What follows belongs to an exercise in optimizing a design on an open flow for small area and a short achievable clock period; a production flow would make more cautious choices. No functional check of the RTL was part of any run shown here. Power is estimated from default activity; no workload was simulated.

$ cat config.mk
export PLATFORM = sky130hd
export DESIGN_NAME = DSP
export DESIGN_NICKNAME = DSP
export VERILOG_FILES = /design/flow/design.v
export SDC_FILE = /design/flow/constraint.sdc
export NUM_CORES = 4
export LEC_CHECK = 0
export ABC_AREA = 1
export CAP_MARGIN = 20
export CORE_MARGIN = 2
export CORE_UTILIZATION = 40
export SETUP_SLACK_MARGIN = 2.5
export SLEW_MARGIN = 20
$ cat constraint.sdc
create_clock -name core_clock -period 7.0 [get_ports {CLK}]
set_input_delay 1.4000 -clock core_clock [delete_from_list [all_inputs] [get_ports {CLK}]]
set_output_delay 1.4000 -clock core_clock [all_outputs]
set_load 0.01 [all_outputs]
$ cat design.v
module DSP (A,B,D,C,CLK,CARRYIN,OPMODE,BCIN,RSTA,RSTB,RSTM,
RSTP,RSTC,RSTD,RSTCARRYIN,RSTOPMODE,CEA,CEB,CEM,CEP,CEC,CED,
CECARRYIN,CEOPMODE,PCIN,BCOUT,PCOUT,P,M,CARRYOUT,CARRYOUTF);
  parameter A0REG=0;
  parameter A1REG=1;
  parameter B0REG=0;
  parameter B1REG=1;
  parameter CREG=1;
  parameter DREG=1;
  parameter MREG=1;
  parameter PREG=1;
  parameter CARRYINREG=1;
  parameter CARRYOUTREG=1;
  parameter OPMODEREG=1;
  parameter CARRYINSEL="OPMODE5";
  parameter B_INPUT ="DIRECT";
  parameter RSTTYPE ="SYNC";
  input [17:0] A,B,D,BCIN;
  input [47:0] C,PCIN;
  input [7:0] OPMODE;
  input CLK,CARRYIN,RSTA,RSTB,RSTC,RSTCARRYIN,RSTD,RSTM,
  RSTOPMODE,RSTP,CEA,CEB,CECARRYIN,CEC,CED,CEM,CEOPMODE,CEP;
  output [17:0] BCOUT;
  output [47:0] PCOUT;
  output [47:0] P;
  output [35:0] M;
  output CARRYOUT,CARRYOUTF;
  reg [7:0] opm;
  reg [17:0] dr, ar, br;
  reg [47:0] cr, pr;
  reg cyi, cyo;
  reg [35:0] ms;
  reg [35:3] mc;
  reg mk;
  wire s6 = opm[6];
  wire [18:0] pre_w = {dr, 1'b1} + {B ^ {18{s6}}, s6};
  wire [17:0] pre = pre_w[18:1];
  wire [17:0] b_in = opm[4] ? pre : B;
  reg [8:0] enc_one, enc_two;
  wire [8:0] one_in = {(b_in[16] ^ b_in[15]), (b_in[14] ^ b_in[13]), (b_in[12] ^ b_in[11]), (b_in[10] ^ b_in[9]), (b_in[8] ^ b_in[7]), (b_in[6] ^ b_in[5]), (b_in[4] ^ b_in[3]), (b_in[2] ^ b_in[1]), (b_in[0] ^ 1'b0)};
  wire [8:0] two_in = {((b_in[17] & ~b_in[16] & ~b_in[15]) | (~b_in[17] & b_in[16] & b_in[15])), ((b_in[15] & ~b_in[14] & ~b_in[13]) | (~b_in[15] & b_in[14] & b_in[13])), ((b_in[13] & ~b_in[12] & ~b_in[11]) | (~b_in[13] & b_in[12] & b_in[11])), ((b_in[11] & ~b_in[10] & ~b_in[9]) | (~b_in[11] & b_in[10] & b_in[9])), ((b_in[9] & ~b_in[8] & ~b_in[7]) | (~b_in[9] & b_in[8] & b_in[7])), ((b_in[7] & ~b_in[6] & ~b_in[5]) | (~b_in[7] & b_in[6] & b_in[5])), ((b_in[5] & ~b_in[4] & ~b_in[3]) | (~b_in[5] & b_in[4] & b_in[3])), ((b_in[3] & ~b_in[2] & ~b_in[1]) | (~b_in[3] & b_in[2] & b_in[1])), ((b_in[1] & ~b_in[0] & ~1'b0) | (~b_in[1] & b_in[0] & 1'b0))};
  always @(posedge CLK) begin
    if (RSTOPMODE) opm <= 8'd0;
    else if (CEOPMODE) opm <= OPMODE;
  end
  always @(posedge CLK) begin
    if (RSTD) dr <= 18'd0;
    else if (CED) dr <= D;
  end
  always @(posedge CLK) begin
    if (RSTC) cr <= 48'd0;
    else if (CEC) cr <= C;
  end
  always @(posedge CLK) begin
    if (RSTA) ar <= 18'd0;
    else if (CEA) ar <= A;
  end
  always @(posedge CLK) begin
    if (RSTB) br <= 18'd0;
    else if (CEB) br <= b_in;
  end
  always @(posedge CLK) begin
    if (RSTCARRYIN) cyi <= 1'd0;
    else if (CECARRYIN) cyi <= opm[5];
  end
  always @(posedge CLK) begin
    if (RSTB) enc_one <= 9'd0;
    else if (CEB) enc_one <= one_in;
  end
  always @(posedge CLK) begin
    if (RSTB) enc_two <= 9'd0;
    else if (CEB) enc_two <= two_in;
  end
  wire one0 = enc_one[0];
  wire two0 = enc_two[0];
  wire neg0 = br[1];
  wire pp1 = ((one0 & ar[0]) | (two0 & 1'b0)) ^ neg0;
  wire pp2 = ((one0 & ar[1]) | (two0 & ar[0])) ^ neg0;
  wire pp3 = ((one0 & ar[2]) | (two0 & ar[1])) ^ neg0;
  wire pp4 = ((one0 & ar[3]) | (two0 & ar[2])) ^ neg0;
  wire pp5 = ((one0 & ar[4]) | (two0 & ar[3])) ^ neg0;
  wire pp6 = ((one0 & ar[5]) | (two0 & ar[4])) ^ neg0;
  wire pp7 = ((one0 & ar[6]) | (two0 & ar[5])) ^ neg0;
  wire pp8 = ((one0 & ar[7]) | (two0 & ar[6])) ^ neg0;
  wire pp9 = ((one0 & ar[8]) | (two0 & ar[7])) ^ neg0;
  wire pp10 = ((one0 & ar[9]) | (two0 & ar[8])) ^ neg0;
  wire pp11 = ((one0 & ar[10]) | (two0 & ar[9])) ^ neg0;
  wire pp12 = ((one0 & ar[11]) | (two0 & ar[10])) ^ neg0;
  wire pp13 = ((one0 & ar[12]) | (two0 & ar[11])) ^ neg0;
  wire pp14 = ((one0 & ar[13]) | (two0 & ar[12])) ^ neg0;
  wire pp15 = ((one0 & ar[14]) | (two0 & ar[13])) ^ neg0;
  wire pp16 = ((one0 & ar[15]) | (two0 & ar[14])) ^ neg0;
  wire pp17 = ((one0 & ar[16]) | (two0 & ar[15])) ^ neg0;
  wire pp18 = ((one0 & ar[17]) | (two0 & ar[16])) ^ neg0;
  wire pp19 = ((one0 & 1'b0) | (two0 & ar[17])) ^ neg0;
  wire ns20 = ~neg0;
  wire one1 = enc_one[1];
  wire two1 = enc_two[1];
  wire neg1 = br[3];
  wire pp21 = ((one1 & ar[0]) | (two1 & 1'b0)) ^ neg1;
  wire pp22 = ((one1 & ar[1]) | (two1 & ar[0])) ^ neg1;
  wire pp23 = ((one1 & ar[2]) | (two1 & ar[1])) ^ neg1;
  wire pp24 = ((one1 & ar[3]) | (two1 & ar[2])) ^ neg1;
  wire pp25 = ((one1 & ar[4]) | (two1 & ar[3])) ^ neg1;
  wire pp26 = ((one1 & ar[5]) | (two1 & ar[4])) ^ neg1;
  wire pp27 = ((one1 & ar[6]) | (two1 & ar[5])) ^ neg1;
  wire pp28 = ((one1 & ar[7]) | (two1 & ar[6])) ^ neg1;
  wire pp29 = ((one1 & ar[8]) | (two1 & ar[7])) ^ neg1;
  wire pp30 = ((one1 & ar[9]) | (two1 & ar[8])) ^ neg1;
  wire pp31 = ((one1 & ar[10]) | (two1 & ar[9])) ^ neg1;
  wire pp32 = ((one1 & ar[11]) | (two1 & ar[10])) ^ neg1;
  wire pp33 = ((one1 & ar[12]) | (two1 & ar[11])) ^ neg1;
  wire pp34 = ((one1 & ar[13]) | (two1 & ar[12])) ^ neg1;
  wire pp35 = ((one1 & ar[14]) | (two1 & ar[13])) ^ neg1;
  wire pp36 = ((one1 & ar[15]) | (two1 & ar[14])) ^ neg1;
  wire pp37 = ((one1 & ar[16]) | (two1 & ar[15])) ^ neg1;
  wire pp38 = ((one1 & ar[17]) | (two1 & ar[16])) ^ neg1;
  wire pp39 = ((one1 & 1'b0) | (two1 & ar[17])) ^ neg1;
  wire ns40 = ~neg1;
  wire one2 = enc_one[2];
  wire two2 = enc_two[2];
  wire neg2 = br[5];
  wire pp41 = ((one2 & ar[0]) | (two2 & 1'b0)) ^ neg2;
  wire pp42 = ((one2 & ar[1]) | (two2 & ar[0])) ^ neg2;
  wire pp43 = ((one2 & ar[2]) | (two2 & ar[1])) ^ neg2;
  wire pp44 = ((one2 & ar[3]) | (two2 & ar[2])) ^ neg2;
  wire pp45 = ((one2 & ar[4]) | (two2 & ar[3])) ^ neg2;
  wire pp46 = ((one2 & ar[5]) | (two2 & ar[4])) ^ neg2;
  wire pp47 = ((one2 & ar[6]) | (two2 & ar[5])) ^ neg2;
  wire pp48 = ((one2 & ar[7]) | (two2 & ar[6])) ^ neg2;
  wire pp49 = ((one2 & ar[8]) | (two2 & ar[7])) ^ neg2;
  wire pp50 = ((one2 & ar[9]) | (two2 & ar[8])) ^ neg2;
  wire pp51 = ((one2 & ar[10]) | (two2 & ar[9])) ^ neg2;
  wire pp52 = ((one2 & ar[11]) | (two2 & ar[10])) ^ neg2;
  wire pp53 = ((one2 & ar[12]) | (two2 & ar[11])) ^ neg2;
  wire pp54 = ((one2 & ar[13]) | (two2 & ar[12])) ^ neg2;
  wire pp55 = ((one2 & ar[14]) | (two2 & ar[13])) ^ neg2;
  wire pp56 = ((one2 & ar[15]) | (two2 & ar[14])) ^ neg2;
  wire pp57 = ((one2 & ar[16]) | (two2 & ar[15])) ^ neg2;
  wire pp58 = ((one2 & ar[17]) | (two2 & ar[16])) ^ neg2;
  wire pp59 = ((one2 & 1'b0) | (two2 & ar[17])) ^ neg2;
  wire ns60 = ~neg2;
  wire one3 = enc_one[3];
  wire two3 = enc_two[3];
  wire neg3 = br[7];
  wire pp61 = ((one3 & ar[0]) | (two3 & 1'b0)) ^ neg3;
  wire pp62 = ((one3 & ar[1]) | (two3 & ar[0])) ^ neg3;
  wire pp63 = ((one3 & ar[2]) | (two3 & ar[1])) ^ neg3;
  wire pp64 = ((one3 & ar[3]) | (two3 & ar[2])) ^ neg3;
  wire pp65 = ((one3 & ar[4]) | (two3 & ar[3])) ^ neg3;
  wire pp66 = ((one3 & ar[5]) | (two3 & ar[4])) ^ neg3;
  wire pp67 = ((one3 & ar[6]) | (two3 & ar[5])) ^ neg3;
  wire pp68 = ((one3 & ar[7]) | (two3 & ar[6])) ^ neg3;
  wire pp69 = ((one3 & ar[8]) | (two3 & ar[7])) ^ neg3;
  wire pp70 = ((one3 & ar[9]) | (two3 & ar[8])) ^ neg3;
  wire pp71 = ((one3 & ar[10]) | (two3 & ar[9])) ^ neg3;
  wire pp72 = ((one3 & ar[11]) | (two3 & ar[10])) ^ neg3;
  wire pp73 = ((one3 & ar[12]) | (two3 & ar[11])) ^ neg3;
  wire pp74 = ((one3 & ar[13]) | (two3 & ar[12])) ^ neg3;
  wire pp75 = ((one3 & ar[14]) | (two3 & ar[13])) ^ neg3;
  wire pp76 = ((one3 & ar[15]) | (two3 & ar[14])) ^ neg3;
  wire pp77 = ((one3 & ar[16]) | (two3 & ar[15])) ^ neg3;
  wire pp78 = ((one3 & ar[17]) | (two3 & ar[16])) ^ neg3;
  wire pp79 = ((one3 & 1'b0) | (two3 & ar[17])) ^ neg3;
  wire ns80 = ~neg3;
  wire one4 = enc_one[4];
  wire two4 = enc_two[4];
  wire neg4 = br[9];
  wire pp81 = ((one4 & ar[0]) | (two4 & 1'b0)) ^ neg4;
  wire pp82 = ((one4 & ar[1]) | (two4 & ar[0])) ^ neg4;
  wire pp83 = ((one4 & ar[2]) | (two4 & ar[1])) ^ neg4;
  wire pp84 = ((one4 & ar[3]) | (two4 & ar[2])) ^ neg4;
  wire pp85 = ((one4 & ar[4]) | (two4 & ar[3])) ^ neg4;
  wire pp86 = ((one4 & ar[5]) | (two4 & ar[4])) ^ neg4;
  wire pp87 = ((one4 & ar[6]) | (two4 & ar[5])) ^ neg4;
  wire pp88 = ((one4 & ar[7]) | (two4 & ar[6])) ^ neg4;
  wire pp89 = ((one4 & ar[8]) | (two4 & ar[7])) ^ neg4;
  wire pp90 = ((one4 & ar[9]) | (two4 & ar[8])) ^ neg4;
  wire pp91 = ((one4 & ar[10]) | (two4 & ar[9])) ^ neg4;
  wire pp92 = ((one4 & ar[11]) | (two4 & ar[10])) ^ neg4;
  wire pp93 = ((one4 & ar[12]) | (two4 & ar[11])) ^ neg4;
  wire pp94 = ((one4 & ar[13]) | (two4 & ar[12])) ^ neg4;
  wire pp95 = ((one4 & ar[14]) | (two4 & ar[13])) ^ neg4;
  wire pp96 = ((one4 & ar[15]) | (two4 & ar[14])) ^ neg4;
  wire pp97 = ((one4 & ar[16]) | (two4 & ar[15])) ^ neg4;
  wire pp98 = ((one4 & ar[17]) | (two4 & ar[16])) ^ neg4;
  wire pp99 = ((one4 & 1'b0) | (two4 & ar[17])) ^ neg4;
  wire ns100 = ~neg4;
  wire one5 = enc_one[5];
  wire two5 = enc_two[5];
  wire neg5 = br[11];
  wire pp101 = ((one5 & ar[0]) | (two5 & 1'b0)) ^ neg5;
  wire pp102 = ((one5 & ar[1]) | (two5 & ar[0])) ^ neg5;
  wire pp103 = ((one5 & ar[2]) | (two5 & ar[1])) ^ neg5;
  wire pp104 = ((one5 & ar[3]) | (two5 & ar[2])) ^ neg5;
  wire pp105 = ((one5 & ar[4]) | (two5 & ar[3])) ^ neg5;
  wire pp106 = ((one5 & ar[5]) | (two5 & ar[4])) ^ neg5;
  wire pp107 = ((one5 & ar[6]) | (two5 & ar[5])) ^ neg5;
  wire pp108 = ((one5 & ar[7]) | (two5 & ar[6])) ^ neg5;
  wire pp109 = ((one5 & ar[8]) | (two5 & ar[7])) ^ neg5;
  wire pp110 = ((one5 & ar[9]) | (two5 & ar[8])) ^ neg5;
  wire pp111 = ((one5 & ar[10]) | (two5 & ar[9])) ^ neg5;
  wire pp112 = ((one5 & ar[11]) | (two5 & ar[10])) ^ neg5;
  wire pp113 = ((one5 & ar[12]) | (two5 & ar[11])) ^ neg5;
  wire pp114 = ((one5 & ar[13]) | (two5 & ar[12])) ^ neg5;
  wire pp115 = ((one5 & ar[14]) | (two5 & ar[13])) ^ neg5;
  wire pp116 = ((one5 & ar[15]) | (two5 & ar[14])) ^ neg5;
  wire pp117 = ((one5 & ar[16]) | (two5 & ar[15])) ^ neg5;
  wire pp118 = ((one5 & ar[17]) | (two5 & ar[16])) ^ neg5;
  wire pp119 = ((one5 & 1'b0) | (two5 & ar[17])) ^ neg5;
  wire ns120 = ~neg5;
  wire one6 = enc_one[6];
  wire two6 = enc_two[6];
  wire neg6 = br[13];
  wire pp121 = ((one6 & ar[0]) | (two6 & 1'b0)) ^ neg6;
  wire pp122 = ((one6 & ar[1]) | (two6 & ar[0])) ^ neg6;
  wire pp123 = ((one6 & ar[2]) | (two6 & ar[1])) ^ neg6;
  wire pp124 = ((one6 & ar[3]) | (two6 & ar[2])) ^ neg6;
  wire pp125 = ((one6 & ar[4]) | (two6 & ar[3])) ^ neg6;
  wire pp126 = ((one6 & ar[5]) | (two6 & ar[4])) ^ neg6;
  wire pp127 = ((one6 & ar[6]) | (two6 & ar[5])) ^ neg6;
  wire pp128 = ((one6 & ar[7]) | (two6 & ar[6])) ^ neg6;
  wire pp129 = ((one6 & ar[8]) | (two6 & ar[7])) ^ neg6;
  wire pp130 = ((one6 & ar[9]) | (two6 & ar[8])) ^ neg6;
  wire pp131 = ((one6 & ar[10]) | (two6 & ar[9])) ^ neg6;
  wire pp132 = ((one6 & ar[11]) | (two6 & ar[10])) ^ neg6;
  wire pp133 = ((one6 & ar[12]) | (two6 & ar[11])) ^ neg6;
  wire pp134 = ((one6 & ar[13]) | (two6 & ar[12])) ^ neg6;
  wire pp135 = ((one6 & ar[14]) | (two6 & ar[13])) ^ neg6;
  wire pp136 = ((one6 & ar[15]) | (two6 & ar[14])) ^ neg6;
  wire pp137 = ((one6 & ar[16]) | (two6 & ar[15])) ^ neg6;
  wire pp138 = ((one6 & ar[17]) | (two6 & ar[16])) ^ neg6;
  wire pp139 = ((one6 & 1'b0) | (two6 & ar[17])) ^ neg6;
  wire ns140 = ~neg6;
  wire one7 = enc_one[7];
  wire two7 = enc_two[7];
  wire neg7 = br[15];
  wire pp141 = ((one7 & ar[0]) | (two7 & 1'b0)) ^ neg7;
  wire pp142 = ((one7 & ar[1]) | (two7 & ar[0])) ^ neg7;
  wire pp143 = ((one7 & ar[2]) | (two7 & ar[1])) ^ neg7;
  wire pp144 = ((one7 & ar[3]) | (two7 & ar[2])) ^ neg7;
  wire pp145 = ((one7 & ar[4]) | (two7 & ar[3])) ^ neg7;
  wire pp146 = ((one7 & ar[5]) | (two7 & ar[4])) ^ neg7;
  wire pp147 = ((one7 & ar[6]) | (two7 & ar[5])) ^ neg7;
  wire pp148 = ((one7 & ar[7]) | (two7 & ar[6])) ^ neg7;
  wire pp149 = ((one7 & ar[8]) | (two7 & ar[7])) ^ neg7;
  wire pp150 = ((one7 & ar[9]) | (two7 & ar[8])) ^ neg7;
  wire pp151 = ((one7 & ar[10]) | (two7 & ar[9])) ^ neg7;
  wire pp152 = ((one7 & ar[11]) | (two7 & ar[10])) ^ neg7;
  wire pp153 = ((one7 & ar[12]) | (two7 & ar[11])) ^ neg7;
  wire pp154 = ((one7 & ar[13]) | (two7 & ar[12])) ^ neg7;
  wire pp155 = ((one7 & ar[14]) | (two7 & ar[13])) ^ neg7;
  wire pp156 = ((one7 & ar[15]) | (two7 & ar[14])) ^ neg7;
  wire pp157 = ((one7 & ar[16]) | (two7 & ar[15])) ^ neg7;
  wire pp158 = ((one7 & ar[17]) | (two7 & ar[16])) ^ neg7;
  wire pp159 = ((one7 & 1'b0) | (two7 & ar[17])) ^ neg7;
  wire ns160 = ~neg7;
  wire one8 = enc_one[8];
  wire two8 = enc_two[8];
  wire neg8 = br[17];
  wire pp161 = ((one8 & ar[0]) | (two8 & 1'b0)) ^ neg8;
  wire pp162 = ((one8 & ar[1]) | (two8 & ar[0])) ^ neg8;
  wire pp163 = ((one8 & ar[2]) | (two8 & ar[1])) ^ neg8;
  wire pp164 = ((one8 & ar[3]) | (two8 & ar[2])) ^ neg8;
  wire pp165 = ((one8 & ar[4]) | (two8 & ar[3])) ^ neg8;
  wire pp166 = ((one8 & ar[5]) | (two8 & ar[4])) ^ neg8;
  wire pp167 = ((one8 & ar[6]) | (two8 & ar[5])) ^ neg8;
  wire pp168 = ((one8 & ar[7]) | (two8 & ar[6])) ^ neg8;
  wire pp169 = ((one8 & ar[8]) | (two8 & ar[7])) ^ neg8;
  wire pp170 = ((one8 & ar[9]) | (two8 & ar[8])) ^ neg8;
  wire pp171 = ((one8 & ar[10]) | (two8 & ar[9])) ^ neg8;
  wire pp172 = ((one8 & ar[11]) | (two8 & ar[10])) ^ neg8;
  wire pp173 = ((one8 & ar[12]) | (two8 & ar[11])) ^ neg8;
  wire pp174 = ((one8 & ar[13]) | (two8 & ar[12])) ^ neg8;
  wire pp175 = ((one8 & ar[14]) | (two8 & ar[13])) ^ neg8;
  wire pp176 = ((one8 & ar[15]) | (two8 & ar[14])) ^ neg8;
  wire pp177 = ((one8 & ar[16]) | (two8 & ar[15])) ^ neg8;
  wire pp178 = ((one8 & ar[17]) | (two8 & ar[16])) ^ neg8;
  wire pp179 = ((one8 & 1'b0) | (two8 & ar[17])) ^ neg8;
  wire ns180 = ~neg8;
  wire pp181 = br[17] & ar[0];
  wire pp182 = br[17] & ar[1];
  wire pp183 = br[17] & ar[2];
  wire pp184 = br[17] & ar[3];
  wire pp185 = br[17] & ar[4];
  wire pp186 = br[17] & ar[5];
  wire pp187 = br[17] & ar[6];
  wire pp188 = br[17] & ar[7];
  wire pp189 = br[17] & ar[8];
  wire pp190 = br[17] & ar[9];
  wire pp191 = br[17] & ar[10];
  wire pp192 = br[17] & ar[11];
  wire pp193 = br[17] & ar[12];
  wire pp194 = br[17] & ar[13];
  wire pp195 = br[17] & ar[14];
  wire pp196 = br[17] & ar[15];
  wire pp197 = br[17] & ar[16];
  wire pp198 = br[17] & ar[17];
  wire nc199 = ~ns20;
  wire nc200 = ~ns20;
  wire nc201 = ~pp185;
  wire nc202 = ~pp187;
  wire nc203 = ~pp189;
  wire nc204 = ~pp191;
  wire nc205 = ~pp193;
  wire nc206 = ~pp195;
  wire nc207 = ~pp197;
  wire s208 = neg1 ^ pp21 ^ pp3;
  wire c209 = (neg1 & pp21) | (neg1 & pp3) | (pp21 & pp3);
  wire s210 = pp22 ^ pp4;
  wire c211 = pp22 & pp4;
  wire s212 = neg2 ^ pp23 ^ pp41;
  wire c213 = (neg2 & pp23) | (neg2 & pp41) | (pp23 & pp41);
  wire s214 = pp5 ^ c211;
  wire c215 = pp5 & c211;
  wire s216 = pp24 ^ pp42 ^ pp6;
  wire c217 = (pp24 & pp42) | (pp24 & pp6) | (pp42 & pp6);
  wire s218 = c213 ^ c215;
  wire c219 = c213 & c215;
  wire s220 = neg3 ^ pp25 ^ pp43;
  wire c221 = (neg3 & pp25) | (neg3 & pp43) | (pp25 & pp43);
  wire s222 = pp61 ^ pp7 ^ c217;
  wire c223 = (pp61 & pp7) | (pp61 & c217) | (pp7 & c217);
  wire s224 = s220 ^ c219;
  wire c225 = s220 & c219;
  wire s226 = pp26 ^ pp44 ^ pp62;
  wire c227 = (pp26 & pp44) | (pp26 & pp62) | (pp44 & pp62);
  wire s228 = pp8 ^ c221 ^ s226;
  wire c229 = (pp8 & c221) | (pp8 & s226) | (c221 & s226);
  wire s230 = c223 ^ c225;
  wire c231 = c223 & c225;
  wire s232 = neg4 ^ pp27 ^ pp45;
  wire c233 = (neg4 & pp27) | (neg4 & pp45) | (pp27 & pp45);
  wire s234 = pp63 ^ pp81 ^ pp9;
  wire c235 = (pp63 & pp81) | (pp63 & pp9) | (pp81 & pp9);
  wire s236 = c227 ^ s232 ^ s234;
  wire c237 = (c227 & s232) | (c227 & s234) | (s232 & s234);
  wire s238 = c229 ^ s236;
  wire c239 = c229 & s236;
  wire s240 = pp10 ^ pp28 ^ pp46;
  wire c241 = (pp10 & pp28) | (pp10 & pp46) | (pp28 & pp46);
  wire s242 = pp64 ^ pp82 ^ c233;
  wire c243 = (pp64 & pp82) | (pp64 & c233) | (pp82 & c233);
  wire s244 = c235 ^ s240 ^ c237;
  wire c245 = (c235 & s240) | (c235 & c237) | (s240 & c237);
  wire s246 = s242 ^ c239;
  wire c247 = s242 & c239;
  wire s248 = neg5 ^ pp101 ^ pp11;
  wire c249 = (neg5 & pp101) | (neg5 & pp11) | (pp101 & pp11);
  wire s250 = pp29 ^ pp47 ^ pp65;
  wire c251 = (pp29 & pp47) | (pp29 & pp65) | (pp47 & pp65);
  wire s252 = pp83 ^ c241 ^ s248;
  wire c253 = (pp83 & c241) | (pp83 & s248) | (c241 & s248);
  wire s254 = s250 ^ c243 ^ s252;
  wire c255 = (s250 & c243) | (s250 & s252) | (c243 & s252);
  wire s256 = c245 ^ c247;
  wire c257 = c245 & c247;
  wire s258 = pp102 ^ pp12 ^ pp30;
  wire c259 = (pp102 & pp12) | (pp102 & pp30) | (pp12 & pp30);
  wire s260 = pp48 ^ pp66 ^ pp84;
  wire c261 = (pp48 & pp66) | (pp48 & pp84) | (pp66 & pp84);
  wire s262 = c249 ^ c251 ^ s258;
  wire c263 = (c249 & c251) | (c249 & s258) | (c251 & s258);
  wire s264 = s260 ^ c253 ^ s262;
  wire c265 = (s260 & c253) | (s260 & s262) | (c253 & s262);
  wire s266 = c255 ^ s264;
  wire c267 = c255 & s264;
  wire s268 = neg6 ^ pp103 ^ pp121;
  wire c269 = (neg6 & pp103) | (neg6 & pp121) | (pp103 & pp121);
  wire s270 = pp13 ^ pp31 ^ pp49;
  wire c271 = (pp13 & pp31) | (pp13 & pp49) | (pp31 & pp49);
  wire s272 = pp67 ^ pp85 ^ c259;
  wire c273 = (pp67 & pp85) | (pp67 & c259) | (pp85 & c259);
  wire s274 = c261 ^ s268 ^ s270;
  wire c275 = (c261 & s268) | (c261 & s270) | (s268 & s270);
  wire s276 = c263 ^ s272 ^ s274;
  wire c277 = (c263 & s272) | (c263 & s274) | (s272 & s274);
  wire s278 = c265 ^ s276;
  wire c279 = c265 & s276;
  wire s280 = pp104 ^ pp122 ^ pp14;
  wire c281 = (pp104 & pp122) | (pp104 & pp14) | (pp122 & pp14);
  wire s282 = pp32 ^ pp50 ^ pp68;
  wire c283 = (pp32 & pp50) | (pp32 & pp68) | (pp50 & pp68);
  wire s284 = pp86 ^ c269 ^ c271;
  wire c285 = (pp86 & c269) | (pp86 & c271) | (c269 & c271);
  wire s286 = s280 ^ s282 ^ c273;
  wire c287 = (s280 & s282) | (s280 & c273) | (s282 & c273);
  wire s288 = c275 ^ s284 ^ s286;
  wire c289 = (c275 & s284) | (c275 & s286) | (s284 & s286);
  wire s290 = c277 ^ c279;
  wire c291 = c277 & c279;
  wire s292 = neg7 ^ pp105 ^ pp123;
  wire c293 = (neg7 & pp105) | (neg7 & pp123) | (pp105 & pp123);
  wire s294 = pp141 ^ pp15 ^ pp33;
  wire c295 = (pp141 & pp15) | (pp141 & pp33) | (pp15 & pp33);
  wire s296 = pp51 ^ pp69 ^ pp87;
  wire c297 = (pp51 & pp69) | (pp51 & pp87) | (pp69 & pp87);
  wire s298 = c281 ^ c283 ^ s292;
  wire c299 = (c281 & c283) | (c281 & s292) | (c283 & s292);
  wire s300 = s294 ^ s296 ^ c285;
  wire c301 = (s294 & s296) | (s294 & c285) | (s296 & c285);
  wire s302 = s298 ^ c287 ^ s300;
  wire c303 = (s298 & c287) | (s298 & s300) | (c287 & s300);
  wire s304 = c289 ^ s302;
  wire c305 = c289 & s302;
  wire s306 = pp106 ^ pp124 ^ pp142;
  wire c307 = (pp106 & pp124) | (pp106 & pp142) | (pp124 & pp142);
  wire s308 = pp16 ^ pp34 ^ pp52;
  wire c309 = (pp16 & pp34) | (pp16 & pp52) | (pp34 & pp52);
  wire s310 = pp70 ^ pp88 ^ c293;
  wire c311 = (pp70 & pp88) | (pp70 & c293) | (pp88 & c293);
  wire s312 = c295 ^ c297 ^ s306;
  wire c313 = (c295 & c297) | (c295 & s306) | (c297 & s306);
  wire s314 = s308 ^ c299 ^ s310;
  wire c315 = (s308 & c299) | (s308 & s310) | (c299 & s310);
  wire s316 = s312 ^ c301 ^ s314;
  wire c317 = (s312 & c301) | (s312 & s314) | (c301 & s314);
  wire s318 = c303 ^ s316;
  wire c319 = c303 & s316;
  wire s320 = neg8 ^ pp107 ^ pp125;
  wire c321 = (neg8 & pp107) | (neg8 & pp125) | (pp107 & pp125);
  wire s322 = pp143 ^ pp161 ^ pp17;
  wire c323 = (pp143 & pp161) | (pp143 & pp17) | (pp161 & pp17);
  wire s324 = pp35 ^ pp53 ^ pp71;
  wire c325 = (pp35 & pp53) | (pp35 & pp71) | (pp53 & pp71);
  wire s326 = pp89 ^ c307 ^ c309;
  wire c327 = (pp89 & c307) | (pp89 & c309) | (c307 & c309);
  wire s328 = s320 ^ s322 ^ s324;
  wire c329 = (s320 & s322) | (s320 & s324) | (s322 & s324);
  wire s330 = c311 ^ c313 ^ s326;
  wire c331 = (c311 & c313) | (c311 & s326) | (c313 & s326);
  wire s332 = s328 ^ c315 ^ s330;
  wire c333 = (s328 & c315) | (s328 & s330) | (c315 & s330);
  wire s334 = c317 ^ s332;
  wire c335 = c317 & s332;
  wire s336 = pp108 ^ pp126 ^ pp144;
  wire c337 = (pp108 & pp126) | (pp108 & pp144) | (pp126 & pp144);
  wire s338 = pp162 ^ pp18 ^ pp36;
  wire c339 = (pp162 & pp18) | (pp162 & pp36) | (pp18 & pp36);
  wire s340 = pp54 ^ pp72 ^ pp90;
  wire c341 = (pp54 & pp72) | (pp54 & pp90) | (pp72 & pp90);
  wire s342 = c321 ^ c323 ^ c325;
  wire c343 = (c321 & c323) | (c321 & c325) | (c323 & c325);
  wire s344 = s336 ^ s338 ^ s340;
  wire c345 = (s336 & s338) | (s336 & s340) | (s338 & s340);
  wire s346 = c327 ^ c329 ^ s342;
  wire c347 = (c327 & c329) | (c327 & s342) | (c329 & s342);
  wire s348 = s344 ^ c331 ^ s346;
  wire c349 = (s344 & c331) | (s344 & s346) | (c331 & s346);
  wire s350 = c333 ^ s348;
  wire c351 = c333 & s348;
  wire s352 = pp181 ^ pp109 ^ pp127;
  wire c353 = (pp181 & pp109) | (pp181 & pp127) | (pp109 & pp127);
  wire s354 = pp145 ^ pp163 ^ pp19;
  wire c355 = (pp145 & pp163) | (pp145 & pp19) | (pp163 & pp19);
  wire s356 = pp37 ^ pp55 ^ pp73;
  wire c357 = (pp37 & pp55) | (pp37 & pp73) | (pp55 & pp73);
  wire s358 = pp91 ^ c337 ^ c339;
  wire c359 = (pp91 & c337) | (pp91 & c339) | (c337 & c339);
  wire s360 = c341 ^ s352 ^ s354;
  wire c361 = (c341 & s352) | (c341 & s354) | (s352 & s354);
  wire s362 = s356 ^ c343 ^ c345;
  wire c363 = (s356 & c343) | (s356 & c345) | (c343 & c345);
  wire s364 = s358 ^ s360 ^ c347;
  wire c365 = (s358 & s360) | (s358 & c347) | (s360 & c347);
  wire s366 = s362 ^ c349 ^ s364;
  wire c367 = (s362 & c349) | (s362 & s364) | (c349 & s364);
  wire s368 = pp182 ^ nc199 ^ pp110;
  wire c369 = (pp182 & nc199) | (pp182 & pp110) | (nc199 & pp110);
  wire s370 = pp128 ^ pp146 ^ pp164;
  wire c371 = (pp128 & pp146) | (pp128 & pp164) | (pp146 & pp164);
  wire s372 = pp38 ^ pp56 ^ pp74;
  wire c373 = (pp38 & pp56) | (pp38 & pp74) | (pp56 & pp74);
  wire s374 = pp92 ^ c353 ^ c355;
  wire c375 = (pp92 & c353) | (pp92 & c355) | (c353 & c355);
  wire s376 = c357 ^ s368 ^ s370;
  wire c377 = (c357 & s368) | (c357 & s370) | (s368 & s370);
  wire s378 = s372 ^ c359 ^ c361;
  wire c379 = (s372 & c359) | (s372 & c361) | (c359 & c361);
  wire s380 = s374 ^ s376 ^ c363;
  wire c381 = (s374 & s376) | (s374 & c363) | (s376 & c363);
  wire s382 = s378 ^ c365 ^ s380;
  wire c383 = (s378 & c365) | (s378 & s380) | (c365 & s380);
  wire s384 = pp183 ^ nc200 ^ pp111;
  wire c385 = (pp183 & nc200) | (pp183 & pp111) | (nc200 & pp111);
  wire s386 = pp129 ^ pp147 ^ pp165;
  wire c387 = (pp129 & pp147) | (pp129 & pp165) | (pp147 & pp165);
  wire s388 = pp39 ^ pp57 ^ pp75;
  wire c389 = (pp39 & pp57) | (pp39 & pp75) | (pp57 & pp75);
  wire s390 = pp93 ^ c369 ^ c371;
  wire c391 = (pp93 & c369) | (pp93 & c371) | (c369 & c371);
  wire s392 = c373 ^ s384 ^ s386;
  wire c393 = (c373 & s384) | (c373 & s386) | (s384 & s386);
  wire s394 = s388 ^ c375 ^ c377;
  wire c395 = (s388 & c375) | (s388 & c377) | (c375 & c377);
  wire s396 = s390 ^ s392 ^ c379;
  wire c397 = (s390 & s392) | (s390 & c379) | (s392 & c379);
  wire s398 = s394 ^ c381 ^ s396;
  wire c399 = (s394 & c381) | (s394 & s396) | (c381 & s396);
  wire s400 = ns20 ^ ns40 ^ pp184;
  wire c401 = (ns20 & ns40) | (ns20 & pp184) | (ns40 & pp184);
  wire s402 = pp112 ^ pp130 ^ pp148;
  wire c403 = (pp112 & pp130) | (pp112 & pp148) | (pp130 & pp148);
  wire s404 = pp166 ^ pp58 ^ pp76;
  wire c405 = (pp166 & pp58) | (pp166 & pp76) | (pp58 & pp76);
  wire s406 = pp94 ^ s400 ^ c385;
  wire c407 = (pp94 & s400) | (pp94 & c385) | (s400 & c385);
  wire s408 = c387 ^ c389 ^ s402;
  wire c409 = (c387 & c389) | (c387 & s402) | (c389 & s402);
  wire s410 = s404 ^ c391 ^ c393;
  wire c411 = (s404 & c391) | (s404 & c393) | (c391 & c393);
  wire s412 = s406 ^ s408 ^ c395;
  wire c413 = (s406 & s408) | (s406 & c395) | (s408 & c395);
  wire s414 = s410 ^ c397 ^ s412;
  wire c415 = (s410 & c397) | (s410 & s412) | (c397 & s412);
  wire s416 = nc201 ^ pp113 ^ pp131;
  wire c417 = (nc201 & pp113) | (nc201 & pp131) | (pp113 & pp131);
  wire s418 = pp149 ^ pp167 ^ pp59;
  wire c419 = (pp149 & pp167) | (pp149 & pp59) | (pp167 & pp59);
  wire s420 = pp77 ^ pp95 ^ c401;
  wire c421 = (pp77 & pp95) | (pp77 & c401) | (pp95 & c401);
  wire s422 = c403 ^ c405 ^ s416;
  wire c423 = (c403 & c405) | (c403 & s416) | (c405 & s416);
  wire s424 = s418 ^ s420 ^ c407;
  wire c425 = (s418 & s420) | (s418 & c407) | (s420 & c407);
  wire s426 = c409 ^ s422 ^ c411;
  wire c427 = (c409 & s422) | (c409 & c411) | (s422 & c411);
  wire s428 = s424 ^ c413 ^ s426;
  wire c429 = (s424 & c413) | (s424 & s426) | (c413 & s426);
  wire s430 = ns60 ^ pp185 ^ pp186;
  wire c431 = (ns60 & pp185) | (ns60 & pp186) | (pp185 & pp186);
  wire s432 = pp114 ^ pp132 ^ pp150;
  wire c433 = (pp114 & pp132) | (pp114 & pp150) | (pp132 & pp150);
  wire s434 = pp168 ^ pp78 ^ pp96;
  wire c435 = (pp168 & pp78) | (pp168 & pp96) | (pp78 & pp96);
  wire s436 = s430 ^ c417 ^ c419;
  wire c437 = (s430 & c417) | (s430 & c419) | (c417 & c419);
  wire s438 = c421 ^ s432 ^ s434;
  wire c439 = (c421 & s432) | (c421 & s434) | (s432 & s434);
  wire s440 = c423 ^ s436 ^ s438;
  wire c441 = (c423 & s436) | (c423 & s438) | (s436 & s438);
  wire s442 = c425 ^ s440 ^ c427;
  wire c443 = (c425 & s440) | (c425 & c427) | (s440 & c427);
  wire s444 = nc202 ^ pp115 ^ pp133;
  wire c445 = (nc202 & pp115) | (nc202 & pp133) | (pp115 & pp133);
  wire s446 = pp151 ^ pp169 ^ pp79;
  wire c447 = (pp151 & pp169) | (pp151 & pp79) | (pp169 & pp79);
  wire s448 = pp97 ^ c431 ^ c433;
  wire c449 = (pp97 & c431) | (pp97 & c433) | (c431 & c433);
  wire s450 = c435 ^ s444 ^ s446;
  wire c451 = (c435 & s444) | (c435 & s446) | (s444 & s446);
  wire s452 = c437 ^ c439 ^ s448;
  wire c453 = (c437 & c439) | (c437 & s448) | (c439 & s448);
  wire s454 = s450 ^ c441 ^ s452;
  wire c455 = (s450 & c441) | (s450 & s452) | (c441 & s452);
  wire s456 = ns80 ^ pp187 ^ pp188;
  wire c457 = (ns80 & pp187) | (ns80 & pp188) | (pp187 & pp188);
  wire s458 = pp116 ^ pp134 ^ pp152;
  wire c459 = (pp116 & pp134) | (pp116 & pp152) | (pp134 & pp152);
  wire s460 = pp170 ^ pp98 ^ s456;
  wire c461 = (pp170 & pp98) | (pp170 & s456) | (pp98 & s456);
  wire s462 = c445 ^ c447 ^ s458;
  wire c463 = (c445 & c447) | (c445 & s458) | (c447 & s458);
  wire s464 = s460 ^ c449 ^ c451;
  wire c465 = (s460 & c449) | (s460 & c451) | (c449 & c451);
  wire s466 = s462 ^ c453 ^ s464;
  wire c467 = (s462 & c453) | (s462 & s464) | (c453 & s464);
  wire s468 = nc203 ^ pp117 ^ pp135;
  wire c469 = (nc203 & pp117) | (nc203 & pp135) | (pp117 & pp135);
  wire s470 = pp153 ^ pp171 ^ pp99;
  wire c471 = (pp153 & pp171) | (pp153 & pp99) | (pp171 & pp99);
  wire s472 = c457 ^ c459 ^ s468;
  wire c473 = (c457 & c459) | (c457 & s468) | (c459 & s468);
  wire s474 = s470 ^ c461 ^ c463;
  wire c475 = (s470 & c461) | (s470 & c463) | (c461 & c463);
  wire s476 = s472 ^ c465 ^ s474;
  wire c477 = (s472 & c465) | (s472 & s474) | (c465 & s474);
  wire s478 = ns100 ^ pp189 ^ pp190;
  wire c479 = (ns100 & pp189) | (ns100 & pp190) | (pp189 & pp190);
  wire s480 = pp118 ^ pp136 ^ pp154;
  wire c481 = (pp118 & pp136) | (pp118 & pp154) | (pp136 & pp154);
  wire s482 = pp172 ^ s478 ^ c469;
  wire c483 = (pp172 & s478) | (pp172 & c469) | (s478 & c469);
  wire s484 = c471 ^ s480 ^ c473;
  wire c485 = (c471 & s480) | (c471 & c473) | (s480 & c473);
  wire s486 = s482 ^ c475 ^ s484;
  wire c487 = (s482 & c475) | (s482 & s484) | (c475 & s484);
  wire s488 = nc204 ^ pp119 ^ pp137;
  wire c489 = (nc204 & pp119) | (nc204 & pp137) | (pp119 & pp137);
  wire s490 = pp155 ^ pp173 ^ c479;
  wire c491 = (pp155 & pp173) | (pp155 & c479) | (pp173 & c479);
  wire s492 = c481 ^ s488 ^ s490;
  wire c493 = (c481 & s488) | (c481 & s490) | (s488 & s490);
  wire s494 = c483 ^ s492 ^ c485;
  wire c495 = (c483 & s492) | (c483 & c485) | (s492 & c485);
  wire s496 = ns120 ^ pp191 ^ pp192;
  wire c497 = (ns120 & pp191) | (ns120 & pp192) | (pp191 & pp192);
  wire s498 = pp138 ^ pp156 ^ pp174;
  wire c499 = (pp138 & pp156) | (pp138 & pp174) | (pp156 & pp174);
  wire s500 = s496 ^ c489 ^ c491;
  wire c501 = (s496 & c489) | (s496 & c491) | (c489 & c491);
  wire s502 = s498 ^ c493 ^ s500;
  wire c503 = (s498 & c493) | (s498 & s500) | (c493 & s500);
  wire s504 = nc205 ^ pp139 ^ pp157;
  wire c505 = (nc205 & pp139) | (nc205 & pp157) | (pp139 & pp157);
  wire s506 = pp175 ^ c497 ^ c499;
  wire c507 = (pp175 & c497) | (pp175 & c499) | (c497 & c499);
  wire s508 = s504 ^ c501 ^ s506;
  wire c509 = (s504 & c501) | (s504 & s506) | (c501 & s506);
  wire s510 = ns140 ^ pp193 ^ pp194;
  wire c511 = (ns140 & pp193) | (ns140 & pp194) | (pp193 & pp194);
  wire s512 = pp158 ^ pp176 ^ s510;
  wire c513 = (pp158 & pp176) | (pp158 & s510) | (pp176 & s510);
  wire s514 = c505 ^ s512 ^ c507;
  wire c515 = (c505 & s512) | (c505 & c507) | (s512 & c507);
  wire s516 = nc206 ^ pp159 ^ pp177;
  wire c517 = (nc206 & pp159) | (nc206 & pp177) | (pp159 & pp177);
  wire s518 = c511 ^ s516 ^ c513;
  wire c519 = (c511 & s516) | (c511 & c513) | (s516 & c513);
  wire s520 = ns160 ^ pp195 ^ pp196;
  wire c521 = (ns160 & pp195) | (ns160 & pp196) | (pp195 & pp196);
  wire s522 = pp178 ^ s520 ^ c517;
  wire c523 = (pp178 & s520) | (pp178 & c517) | (s520 & c517);
  wire s524 = nc207 ^ pp179 ^ c521;
  wire c525 = (nc207 & pp179) | (nc207 & c521) | (pp179 & c521);
  wire s526 = ns180 ^ pp197 ^ pp198;
  wire c527 = (ns180 & pp197) | (ns180 & pp198) | (pp197 & pp198);
  wire s528 = neg0 ^ pp1;
  wire c529 = neg0 & pp1;
  wire s530 = pp2 ^ c529;
  wire c531 = pp2 & c529;
  wire p532 = c531 ^ s208;
  wire g533 = c531 & s208;
  wire p534 = s210 ^ c209;
  wire g535 = s210 & c209;
  wire p536 = s212 ^ s214;
  wire g537 = s212 & s214;
  wire p538 = s216 ^ s218;
  wire g539 = s216 & s218;
  wire p540 = s222 ^ s224;
  wire g541 = s222 & s224;
  wire p542 = s228 ^ s230;
  wire g543 = s228 & s230;
  wire p544 = c231 ^ s238;
  wire g545 = c231 & s238;
  wire p546 = s244 ^ s246;
  wire g547 = s244 & s246;
  wire p548 = s254 ^ s256;
  wire g549 = s254 & s256;
  wire p550 = c257 ^ s266;
  wire g551 = c257 & s266;
  wire p552 = c267 ^ s278;
  wire g553 = c267 & s278;
  wire p554 = s288 ^ s290;
  wire g555 = s288 & s290;
  wire p556 = c291 ^ s304;
  wire g557 = c291 & s304;
  wire p558 = c305 ^ s318;
  wire g559 = c305 & s318;
  wire p560 = c319 ^ s334;
  wire g561 = c319 & s334;
  wire p562 = c335 ^ s350;
  wire g563 = c335 & s350;
  wire p564 = c351 ^ s366;
  wire g565 = c351 & s366;
  wire p566 = c367 ^ s382;
  wire g567 = c367 & s382;
  wire p568 = c383 ^ s398;
  wire g569 = c383 & s398;
  wire p570 = c399 ^ s414;
  wire g571 = c399 & s414;
  wire p572 = c415 ^ s428;
  wire g573 = c415 & s428;
  wire p574 = c429 ^ s442;
  wire g575 = c429 & s442;
  wire p576 = s454 ^ c443;
  wire g577 = s454 & c443;
  wire p578 = c455 ^ s466;
  wire g579 = c455 & s466;
  wire p580 = c467 ^ s476;
  wire g581 = c467 & s476;
  wire p582 = c477 ^ s486;
  wire g583 = c477 & s486;
  wire p584 = c487 ^ s494;
  wire g585 = c487 & s494;
  wire p586 = s502 ^ c495;
  wire g587 = s502 & c495;
  wire p588 = c503 ^ s508;
  wire g589 = c503 & s508;
  wire p590 = c509 ^ s514;
  wire g591 = c509 & s514;
  wire p592 = s518 ^ c515;
  wire g593 = s518 & c515;
  wire p594 = s522 ^ c519;
  wire g595 = s522 & c519;
  wire p596 = s524 ^ c523;
  wire g597 = s524 & c523;
  wire p598 = s526 ^ c525;
  wire g599 = s526 & c525;
  wire [35:0] prod_s = {p598, p596, p594, p592, p590, p588, p586, p584, p582, p580, p578, p576, p574, p572, p570, p568, p566, p564, p562, p560, p558, p556, p554, p552, p550, p548, p546, p544, p542, p540, p538, p536, p534, p532, s530, s528};
  wire [35:0] prod_c = {g597, g595, g593, g591, g589, g587, g585, g583, g581, g579, g577, g575, g573, g571, g569, g567, g565, g563, g561, g559, g557, g555, g553, g551, g549, g547, g545, g543, g541, g539, g537, g535, g533, 1'b0, 1'b0, 1'b0};
  wire mk_in = ~(c527 | g599);
  always @(posedge CLK) begin
    if (RSTM) ms <= 36'd0;
    else if (CEM) ms <= prod_s;
  end
  always @(posedge CLK) begin
    if (RSTM) mc <= 33'd0;
    else if (CEM) mc <= prod_c[35:3];
  end
  always @(posedge CLK) begin
    if (RSTM) mk <= 1'd0;
    else if (CEM) mk <= mk_in;
  end
  wire [35:0] mc36 = {mc, 3'd0};
  assign M = ms + mc36;
  wire s7 = opm[7];
  wire xm = opm[1:0] == 2'd1;
  wire km = mk;   
  wire [47:0] x1 = ({48{xm}} & {{12{km}}, ms})
                 | ({48{opm[1:0] == 2'd2}} & pr)
                 | ({48{opm[1:0] == 2'd3}} & {dr[11:0], ar, br});
  wire [47:0] x2 = {48{xm}} & {12'd0, mc36};
  wire [47:0] zs = (({48{opm[3:2] == 2'd1}} & PCIN)
                 | ({48{opm[3:2] == 2'd2}} & pr)
                 | ({48{opm[3:2] == 2'd3}} & cr)) ^ {48{s7}};
  wire [47:0] ca_s, ca_c;
  assign ca_s[0] = zs[0] ^ x1[0];
  assign ca_c[0] = zs[0] & x1[0];
  assign ca_s[1] = zs[1] ^ x1[1];
  assign ca_c[1] = zs[1] & x1[1];
  assign ca_s[2] = zs[2] ^ x1[2];
  assign ca_c[2] = zs[2] & x1[2];
  assign ca_s[3] = zs[3] ^ x1[3] ^ x2[3];
  assign ca_c[3] = (zs[3] & x1[3]) | (zs[3] & x2[3]) | (x1[3] & x2[3]);
  assign ca_s[4] = zs[4] ^ x1[4] ^ x2[4];
  assign ca_c[4] = (zs[4] & x1[4]) | (zs[4] & x2[4]) | (x1[4] & x2[4]);
  assign ca_s[5] = zs[5] ^ x1[5] ^ x2[5];
  assign ca_c[5] = (zs[5] & x1[5]) | (zs[5] & x2[5]) | (x1[5] & x2[5]);
  assign ca_s[6] = zs[6] ^ x1[6] ^ x2[6];
  assign ca_c[6] = (zs[6] & x1[6]) | (zs[6] & x2[6]) | (x1[6] & x2[6]);
  assign ca_s[7] = zs[7] ^ x1[7] ^ x2[7];
  assign ca_c[7] = (zs[7] & x1[7]) | (zs[7] & x2[7]) | (x1[7] & x2[7]);
  assign ca_s[8] = zs[8] ^ x1[8] ^ x2[8];
  assign ca_c[8] = (zs[8] & x1[8]) | (zs[8] & x2[8]) | (x1[8] & x2[8]);
  assign ca_s[9] = zs[9] ^ x1[9] ^ x2[9];
  assign ca_c[9] = (zs[9] & x1[9]) | (zs[9] & x2[9]) | (x1[9] & x2[9]);
  assign ca_s[10] = zs[10] ^ x1[10] ^ x2[10];
  assign ca_c[10] = (zs[10] & x1[10]) | (zs[10] & x2[10]) | (x1[10] & x2[10]);
  assign ca_s[11] = zs[11] ^ x1[11] ^ x2[11];
  assign ca_c[11] = (zs[11] & x1[11]) | (zs[11] & x2[11]) | (x1[11] & x2[11]);
  assign ca_s[12] = zs[12] ^ x1[12] ^ x2[12];
  assign ca_c[12] = (zs[12] & x1[12]) | (zs[12] & x2[12]) | (x1[12] & x2[12]);
  assign ca_s[13] = zs[13] ^ x1[13] ^ x2[13];
  assign ca_c[13] = (zs[13] & x1[13]) | (zs[13] & x2[13]) | (x1[13] & x2[13]);
  assign ca_s[14] = zs[14] ^ x1[14] ^ x2[14];
  assign ca_c[14] = (zs[14] & x1[14]) | (zs[14] & x2[14]) | (x1[14] & x2[14]);
  assign ca_s[15] = zs[15] ^ x1[15] ^ x2[15];
  assign ca_c[15] = (zs[15] & x1[15]) | (zs[15] & x2[15]) | (x1[15] & x2[15]);
  assign ca_s[16] = zs[16] ^ x1[16] ^ x2[16];
  assign ca_c[16] = (zs[16] & x1[16]) | (zs[16] & x2[16]) | (x1[16] & x2[16]);
  assign ca_s[17] = zs[17] ^ x1[17] ^ x2[17];
  assign ca_c[17] = (zs[17] & x1[17]) | (zs[17] & x2[17]) | (x1[17] & x2[17]);
  assign ca_s[18] = zs[18] ^ x1[18] ^ x2[18];
  assign ca_c[18] = (zs[18] & x1[18]) | (zs[18] & x2[18]) | (x1[18] & x2[18]);
  assign ca_s[19] = zs[19] ^ x1[19] ^ x2[19];
  assign ca_c[19] = (zs[19] & x1[19]) | (zs[19] & x2[19]) | (x1[19] & x2[19]);
  assign ca_s[20] = zs[20] ^ x1[20] ^ x2[20];
  assign ca_c[20] = (zs[20] & x1[20]) | (zs[20] & x2[20]) | (x1[20] & x2[20]);
  assign ca_s[21] = zs[21] ^ x1[21] ^ x2[21];
  assign ca_c[21] = (zs[21] & x1[21]) | (zs[21] & x2[21]) | (x1[21] & x2[21]);
  assign ca_s[22] = zs[22] ^ x1[22] ^ x2[22];
  assign ca_c[22] = (zs[22] & x1[22]) | (zs[22] & x2[22]) | (x1[22] & x2[22]);
  assign ca_s[23] = zs[23] ^ x1[23] ^ x2[23];
  assign ca_c[23] = (zs[23] & x1[23]) | (zs[23] & x2[23]) | (x1[23] & x2[23]);
  assign ca_s[24] = zs[24] ^ x1[24] ^ x2[24];
  assign ca_c[24] = (zs[24] & x1[24]) | (zs[24] & x2[24]) | (x1[24] & x2[24]);
  assign ca_s[25] = zs[25] ^ x1[25] ^ x2[25];
  assign ca_c[25] = (zs[25] & x1[25]) | (zs[25] & x2[25]) | (x1[25] & x2[25]);
  assign ca_s[26] = zs[26] ^ x1[26] ^ x2[26];
  assign ca_c[26] = (zs[26] & x1[26]) | (zs[26] & x2[26]) | (x1[26] & x2[26]);
  assign ca_s[27] = zs[27] ^ x1[27] ^ x2[27];
  assign ca_c[27] = (zs[27] & x1[27]) | (zs[27] & x2[27]) | (x1[27] & x2[27]);
  assign ca_s[28] = zs[28] ^ x1[28] ^ x2[28];
  assign ca_c[28] = (zs[28] & x1[28]) | (zs[28] & x2[28]) | (x1[28] & x2[28]);
  assign ca_s[29] = zs[29] ^ x1[29] ^ x2[29];
  assign ca_c[29] = (zs[29] & x1[29]) | (zs[29] & x2[29]) | (x1[29] & x2[29]);
  assign ca_s[30] = zs[30] ^ x1[30] ^ x2[30];
  assign ca_c[30] = (zs[30] & x1[30]) | (zs[30] & x2[30]) | (x1[30] & x2[30]);
  assign ca_s[31] = zs[31] ^ x1[31] ^ x2[31];
  assign ca_c[31] = (zs[31] & x1[31]) | (zs[31] & x2[31]) | (x1[31] & x2[31]);
  assign ca_s[32] = zs[32] ^ x1[32] ^ x2[32];
  assign ca_c[32] = (zs[32] & x1[32]) | (zs[32] & x2[32]) | (x1[32] & x2[32]);
  assign ca_s[33] = zs[33] ^ x1[33] ^ x2[33];
  assign ca_c[33] = (zs[33] & x1[33]) | (zs[33] & x2[33]) | (x1[33] & x2[33]);
  assign ca_s[34] = zs[34] ^ x1[34] ^ x2[34];
  assign ca_c[34] = (zs[34] & x1[34]) | (zs[34] & x2[34]) | (x1[34] & x2[34]);
  assign ca_s[35] = zs[35] ^ x1[35] ^ x2[35];
  assign ca_c[35] = (zs[35] & x1[35]) | (zs[35] & x2[35]) | (x1[35] & x2[35]);
  assign ca_s[36] = zs[36] ^ x1[36];
  assign ca_c[36] = zs[36] & x1[36];
  assign ca_s[37] = zs[37] ^ x1[37];
  assign ca_c[37] = zs[37] & x1[37];
  assign ca_s[38] = zs[38] ^ x1[38];
  assign ca_c[38] = zs[38] & x1[38];
  assign ca_s[39] = zs[39] ^ x1[39];
  assign ca_c[39] = zs[39] & x1[39];
  assign ca_s[40] = zs[40] ^ x1[40];
  assign ca_c[40] = zs[40] & x1[40];
  assign ca_s[41] = zs[41] ^ x1[41];
  assign ca_c[41] = zs[41] & x1[41];
  assign ca_s[42] = zs[42] ^ x1[42];
  assign ca_c[42] = zs[42] & x1[42];
  assign ca_s[43] = zs[43] ^ x1[43];
  assign ca_c[43] = zs[43] & x1[43];
  assign ca_s[44] = zs[44] ^ x1[44];
  assign ca_c[44] = zs[44] & x1[44];
  assign ca_s[45] = zs[45] ^ x1[45];
  assign ca_c[45] = zs[45] & x1[45];
  assign ca_s[46] = zs[46] ^ x1[46];
  assign ca_c[46] = zs[46] & x1[46];
  assign ca_s[47] = zs[47] ^ x1[47];
  assign ca_c[47] = zs[47] & x1[47];
  wire [49:0] t_w = {1'b0, ca_s, 1'b1} + {1'b0, ca_c[46:0], 1'b0, cyi};
  wire [47:0] post = t_w[48:1] ^ {48{s7}};
  wire post_c = t_w[49] ^ ca_c[47] ^ (xm & km);
  always @(posedge CLK) begin
    if (RSTP) pr <= 48'd0;
    else if (CEP) pr <= post;
  end
  always @(posedge CLK) begin
    if (RSTCARRYIN) cyo <= 1'd0;
    else if (CECARRYIN) cyo <= post_c;
  end
  assign BCOUT = br;
  assign P = pr;
  assign PCOUT = pr;
  assign CARRYOUT = cyo;
  assign CARRYOUTF = cyo;
endmodule
$ cat run.sh
#!/bin/bash
# synth_recipe.tcl (not shown) runs the flow's synth.tcl, then flattens the netlist and writes it again
# the make line also repeats each setting of config.mk as NAME=value (left out here)
make -C /OpenROAD-flow-scripts/flow DESIGN_CONFIG=/design/flow/config.mk WORK_HOME=/design/flow/orfs CLKGATE_MAP_FILE= SYNTH_SCRIPT=/design/flow/synth_recipe.tcl finish
==> results of run 1 <==
==> layout by cell type, fill, tap and decap left out, drive strengths merged, types with 72 or more instances in the layout <==
cell           synthesis  layout
a21oi                267     267
buf                  114      72
clkdlybuf4s50          0     306
dfxtp                247     247
fa                   174     174
ha                   163     163
inv                  529     520
nand2                796     796
nand3                151     151
nor2                 372     375
o21ai                184     184
o22ai                168     168
xor2                 293     293
==> metrics by stage <==
stage,util (%),total power [mW],setup slack [ns],std cells
6_report,48.2,8.57,2.62,4927
3_3_place_gp,45.7,6.75,2.06,4832
3_5_place_dp,45.7,6.78,2.08,4832
4_1_cts,47.7,8.56,2.37,4907
5_1_grt,48.2,9.20,2.47,4927
2_1_floorplan,-,4.85,2.82,3862
==> worst min-delay path, cell delays in order, from the launching register on <==
cell	delay, ns
dfxtp_1	0.30
nand2_1	0.06
a21oi_1	0.05
==> final timing paths <==
path / start / endpoint / slack (ns) / cells past startpoint
max: mc[6] / M[31] / 2.62 / 11
min: cr[30] / cr[30] / 0.46 / 2
max reg2reg: ar[5] / ms[18] / 2.62 / 14
min reg2reg: cr[30] / cr[30] / 0.46 / 2
==> per-layer routing <==
metal | track usage [%] | wire, um
met3 | 4.23 | 7540
met2 | 47.2 | 46800
met1 | 38.3 | 43900
met5 | 0 | 0
met4 | 14.8 | 5840
==> registers in the layout (all words and copies together) (netlist names) <==
| name | flops |
|---|---|
| enc_two | 9 |
| opm | 8 |
| mk | 1 |
| cyi | 1 |
| dr | 18 |
| cr | 48 |
| enc_one | 8 |
| ar | 18 |
| cyo | 1 |
| mc | 33 |
| pr | 48 |
| br | 18 |
| ms | 36 |
==> cells by family after synthesis <==
family / share of synthesized area, %
buffers and inverters: 12.4
and+or+nand+nor: 20.9
AOI/OAI and AO/OA: 16.5
xor gates and xnor gates: 10.9
DFF: 18.5
muxes: 0.168
adders and majority gates: 20.6
==> area by class of cell <==
cell class | instances | area, um^2 | area share [%]
clock inverters | 16 | 153 | 0.480
clock buffers | 44 | 950 | 2.99
inverters | 557 | 2220 | 6.97
repair buffers | 394 | 3780 | 11.9
repair inverters | 1 | 5.00 | 0.0157
well taps | 864 | 1080 | 3.40
multi-input cells | 2804 | 18700 | 58.7
flip-flops and latches | 247 | 4960 | 15.6
==> power by group <==
part	total [mW]	leakage, nW	switching [mW]	internal, mW
Sequential	1.92	2.05	0.310	1.61
Combinational	4.91	12.0	2.90	2.01
Clock	1.74	0.544	0.734	1.01
Total	8.57	14.6	3.95	4.62
==> repair_timing <==
action | in CTS | in global routing
setup endpoints to repair | 37 | 59
setup buffers | 13 | 18
cloned | 2 | 2
hold buffers | 0 | 0
pin swaps | 5 | 5
resized for setup | 31 | 66
==> run notes, run 1 <==
critical path arrival 2.98 ns; area of the mapped netlist 26800 um^2; most numerous cell in the Yosys netlist nand2_1; fin crit share 62.6%; Initial Util 40.6%; Synth area leader dfxtp_1; Area Overhead vs Synth 18.8%; DRT Pass-1 Iters 6; power per cell area 269 nW/um^2; Mapped Nets 4393; delay of the slowest critical-path stage 0.40 ns; height of the die 263 um; drt drc 0; slowest CP cell dfxtp_1; core area 66000 um^2; final WL 104 mm; Diodes inserted 0; Critical Path RT 5.60 ns; first-pass GRT wire length 156 mm; WS Path Type flip-flop to output pin; worst skew pair latency 0.56 ns; Yosys reg bits 247; synth cell count leaders nand2_1 (776), inv_1 (521), nor2_1 (360); DPL Wire Length 80.1 mm; # rows 94; relative slew slack 29.6%; worst vdd ir 0.174 mV; crit-path cells ha_1 -> a21oi_2 -> o21ai_4 -> a21oi_4 -> o21bai_4 -> buf_4 -> nand3_1 -> nand3_2 -> a21oi_1 -> xnor2_1 -> clkdlybuf4s15_1; final hold vios 0; Final Max Tran Viols 0; final hold slack 0.458 ns; largest cells by area after synthesis dfxtp_1 (18%), fa_1 (13%), nand2_1 (11%), xor2_1 (9.6%), ha_1 (7.6%); vias in the first global route 25.3k; Least-Margin Pin Slew 1.06 ns; CP Max Fanout 4; Root Driver clkbuf_16; Worst Hold Class flip-flop to flip-flop; Via density 5.34; startpoint types flip-flop; Chip Width 263 um; # nets final 4570; initial antenna violation count 1; placed instance area 30200 um^2; via count 26.3k; maximum number of pins on one net before global-route repair 70; Top FF cell, synth dfxtp_1; CTS Buffer Depth 3; Port Buffer Count 326; Routed Antenna Nets 0; Fin Clk Skew 0.0284 ns; syn_area_per_cell 6.93 um^2; Clock transition at path regs 0.06 ns; Crit. End Element output pin; Die Area 69000 um^2; setup tns final 0 ns; top cell type's share of synthesized area 18.5%; DR WL/cell 21.1 um; DRT iter0 DRCs 2457; Gate Count Post-Synth 3862; P_leak 14.6 nW; clock sink total 247; Inserted Clock Buffers 34; global placer's final weighted congestion 0.964; Fmax 0.228 GHz; fin area 31800 um^2; sequential fraction of the synthesis area 18.5%; number of synthesized flops with an enable pin 0; Fillers 6735; Top delay family on crit path compound AO/OA/AOI/OAI gates; ys async rst share 0%; CTS tree done; Final setup viols 0; grt ovf 0; share of cells above drive strength 1 6.99%; # IOs 346; unrepaired setup endpoints after global routing yes; MaxCap Viol Count 0; Total GRT Usage 29.3%; crit path buf inv count 2; post-synth cell types 53; yosys warns 1; H-tree levels 2; Min Clock Period, post-route 4.38 ns; status complete, no violations
==> run 2: changes to the inputs <==
==> flow/run.sh (new file) <==
#!/bin/bash
# The standard layout (standard.sh: standard synthesis, then ORFS to
# finish), with one change: each port gets a plain buffer (buf_1 on inputs,
# buf_2 on outputs) instead of the cell buffer_ports picks by default.
set -euo pipefail
HERE=$(pwd)
cat >> config.mk <<EOC
export DONT_BUFFER_PORTS = 1
export PRE_GLOBAL_PLACE_TCL = $HERE/flow/ports.tcl
EOC
bash standard.sh > standard.log 2>&1
==> flow/ports.tcl (new file) <==
# Port buffers, run before global placement in place of ORFS's buffer_ports.
puts "Perform port buffering (flow/ports.tcl)..."
buffer_ports -inputs -buffer_cell sky130_fd_sc_hd__buf_1
buffer_ports -outputs -buffer_cell sky130_fd_sc_hd__buf_2
==> standard.sh (new file) <==
#!/bin/bash
# synth_recipe.tcl (not shown) runs the flow's synth.tcl, then flattens the netlist and writes it again
# the make line also repeats each setting of config.mk as NAME=value (left out here)
make -C /OpenROAD-flow-scripts/flow DESIGN_CONFIG=/design/flow/config.mk WORK_HOME=/design/flow/orfs CLKGATE_MAP_FILE= SYNTH_SCRIPT=/design/flow/synth_recipe.tcl "${@:-finish}"
--- a/config.mk
+++ b/config.mk
@@ -11,3 +11,5 @@
 export CORE_UTILIZATION = 40
 export SETUP_SLACK_MARGIN = 2.5
 export SLEW_MARGIN = 20
+export DONT_BUFFER_PORTS = 1
+export PRE_GLOBAL_PLACE_TCL = /design/flow/flow/ports.tcl
removed: run.sh
==> run 2 against run 1 <==
Effect of this change:
- still clean on timing, DRC and antenna
- clock power hardly changed
- routed wire length is 0.34% lower
- clock skew is 0.014 ns lower
- fmax hardly changed
- hold slack worse by 0.0027 ns
- synthesized area stayed put
- register-to-register slack hardly changed
- critical endpoint is now pr[36]
- largest cell class unchanged
==> run notes, run 2 <==
Final Max Tran Viols 0 (unchanged); H-tree levels 1 (-1); initial antenna violation count 0 (-1); DRT iter0 DRCs 2506 (+2.0%); via count 25.3k (-4.0%); GR Util met2 46.8% (-0.34 points); Area Overhead vs Synth 6.36%; status complete, no violations; MaxCap Viol Count 0 (unchanged); slowest CP cell dfxtp_2; clock sink total 247 (unchanged); Die Area 69000 um^2 (unchanged); gr busiest metal met2; final WL 104 mm (-0.34%); WS Path Type flip-flop to flip-flop; unrepaired setup endpoints after global routing yes; sequential fraction of the synthesis area 18.5% (unchanged); Fillers 6977 (+3.6%); final hold slack 0.455 ns (-0.00267 ns); register area 4960 um^2 (about the same); yosys warns 1 (unchanged); Total GRT Usage 29.0% (-0.30 points); registers with the most flip-flops cr (48), pr (48), ms (36); DPL Wire Length 79.6 mm (-0.55%); maximum number of pins on one net before global-route repair 70 (unchanged); relative slew slack 32.3% (+2.7 points); Least-Margin Pin Slew 1.01 ns (-0.0411 ns); Critical Path RT 7.48 ns (+1.88 ns); first-pass GRT wire length 153 mm (-1.7%); startpoint types flip-flop; pre-CTS setup slack 2.39 ns (+0.313 ns); Fmax 0.228 GHz (about the same); setup tns final 0 ns (unchanged); Final Power 8.06 mW (-6.0%); worst vdd ir 0.209 mV (+20%); synth cell count leaders nand2_1 (776), inv_1 (521), nor2_1 (360); share of cells above drive strength 1 6.75% (-0.24 points); height of the die 263 um (unchanged); Port Buffer Count 317 (-2.8%); Worst Hold Class flip-flop to flip-flop; Root Driver clkbuf_16; drt drc 0 (unchanged); Non-Filler Instances 4598 (-6.7%); ys async rst share 0% (unchanged); Via density 5.50 (+2.9%); most common cell after layout, fill and taps aside nand2_1; commonest non-fill, non-tap cells in the layout nand2_1 (776), inv_1 (511), nor2_1 (357); # IOs 346 (unchanged); largest cells by area after synthesis dfxtp_1 (18%), fa_1 (13%), nand2_1 (11%), xor2_1 (9.6%), ha_1 (7.6%); multi-input logic area 18600 um^2 (-0.42%); Final setup viols 0 (unchanged); Synth area leader dfxtp_1; final hold vios 0 (unchanged); Inserted Clock Buffers 31 (-8.8%); core area 66000 um^2 (unchanged); # rows 94 (unchanged); most numerous cell in the Yosys netlist nand2_1; Mapped Nets 4393 (unchanged); DRT Pass-1 Iters 6 (unchanged); met3 Usage GRT 4.77% (+0.54 points); Clock transition at path regs 0.06 ns (about the same); Chip Width 263 um (unchanged); worst setup margin 2.61 ns (-0.00247 ns); placed instance area 26900 um^2 (-11%); CTS Hold Bufs 0 (unchanged); Routed Antenna Nets 0 (unchanged); met1 GRT Util 37.4% (-0.88 points); grt ovf 0 (unchanged); worst skew pair latency 0.60 ns (+0.04 ns); Fin Clk Skew 0.0144 ns (-0.0140 ns); # nets final 4241 (-7.2%)
run 2: cell counts after synthesis:
Identical to the previous run, type by type.
run 2: cell families (layout without fill, tap and decap cells):
| logic type | after synthesis | in the layout | share of synthesized area (%) |
|---|---|---|---|
| and+or+nand+nor | 1377 | 1379 | 20.9 |
| buffers and inverters | 814 | 684 | 12.4 |
| AOI/OAI and AO/OA | 751 | 751 | 16.5 |
| adders and majority gates | 337 | 337 | 20.6 |
| xor gates and xnor gates | 333 | 333 | 10.9 |
| DFF | 247 | 247 | 18.5 |
| muxes | 3 | 3 | 0.168 |
run 2: cell type report:
| type | instances | area share [%] |
|---|---|---|
| inverter | 557 | 7.65 |
| timing repair inverter | 3 | 0.0527 |
| multi-input combinational | 2803 | 65.3 |
| clock inverter | 13 | 0.619 |
| clock buffer | 44 | 3.25 |
| sequential | 247 | 17.4 |
| tap | 864 | 3.80 |
| timing repair buffer | 67 | 1.97 |
run 2: worst max-delay path, delay by kind of cell (launching register included):
kind	cells	cell delay [ns]
AOI/OAI and AO/OA	1	0.35
xor gates and xnor gates	1	0.33
adders and majority gates	2	0.74
buffers and inverters	4	0.58
DFF	1	0.51
and+or+nand+nor	12	1.74
run 2: metal layers:
layer,part of all wire [%],vias up
met5,0,-
met4,5.9,0
met3,8.2,243
met2,45,1215
met1,41,11800
li1,-,12000
run 2: path summary, 6_finish.rpt:
path,from,endpoint,slack [ns]
min,cr[11],cr[11],0.46
max reg2reg,opm[3],pr[36],2.61
max,opm[3],pr[36],2.61
min reg2reg,cr[11],cr[11],0.46
run 2: repair_timing:
action / CTS / global route
setup endpoints to repair: 12 / 37
cloned: 2 / 3
pin swaps: 3 / 1
gates resized for setup: 11 / 34
buffers inserted: 10 / 20
run 2: where the power goes:
group / internal [mW] / leakage [nW] / switching [mW]
combinational: 1.60 / 10.7 / 2.71
clock: 1.06 / 0.538 / 0.696
sequential: 1.60 / 2.05 / 0.380
total: 4.26 / 13.3 / 3.79

-- re-timing with driven ports --
The flow's constraints put no driver on any port. The routed layouts listed below were extracted and timed again, unchanged, in two steps.
Step 1 (the two cells are an assumption about what drives the block):
set clk [get_ports {CLK}]
set_driving_cell -lib_cell sky130_fd_sc_hd__clkbuf_16 $clk
set_driving_cell -lib_cell sky130_fd_sc_hd__buf_2 [delete_from_list [all_inputs] $clk]
Step 2 also shifts input and output timing later by t, the mid clock arrival at the registers, as if the neighbouring blocks saw the same clock.
a / b / c = ideal / step 1 / step 2; a / b = the first two.
| run | t, ns | setup WS [ns] | worst hold slack (ns) | worst data-port slew with drivers (ns) | pins driven straight from the clock port |
|---|---|---|---|---|---|
| run 1 | 0.607 | 2.616 / 2.554 / 2.079 | 0.458 / 0.458 / 0.458 | 0.07 | 1 |
| run 2 | 0.651 | 2.614 / 2.569 / 2.414 | 0.455 / 0.462 / 0.462 | 1.20 | 1 |
After both steps setup and hold are still met in every run listed. The setup slack of run 1, which loses most, moves by -0.062 ns with the drivers and by -0.537 ns with both steps.
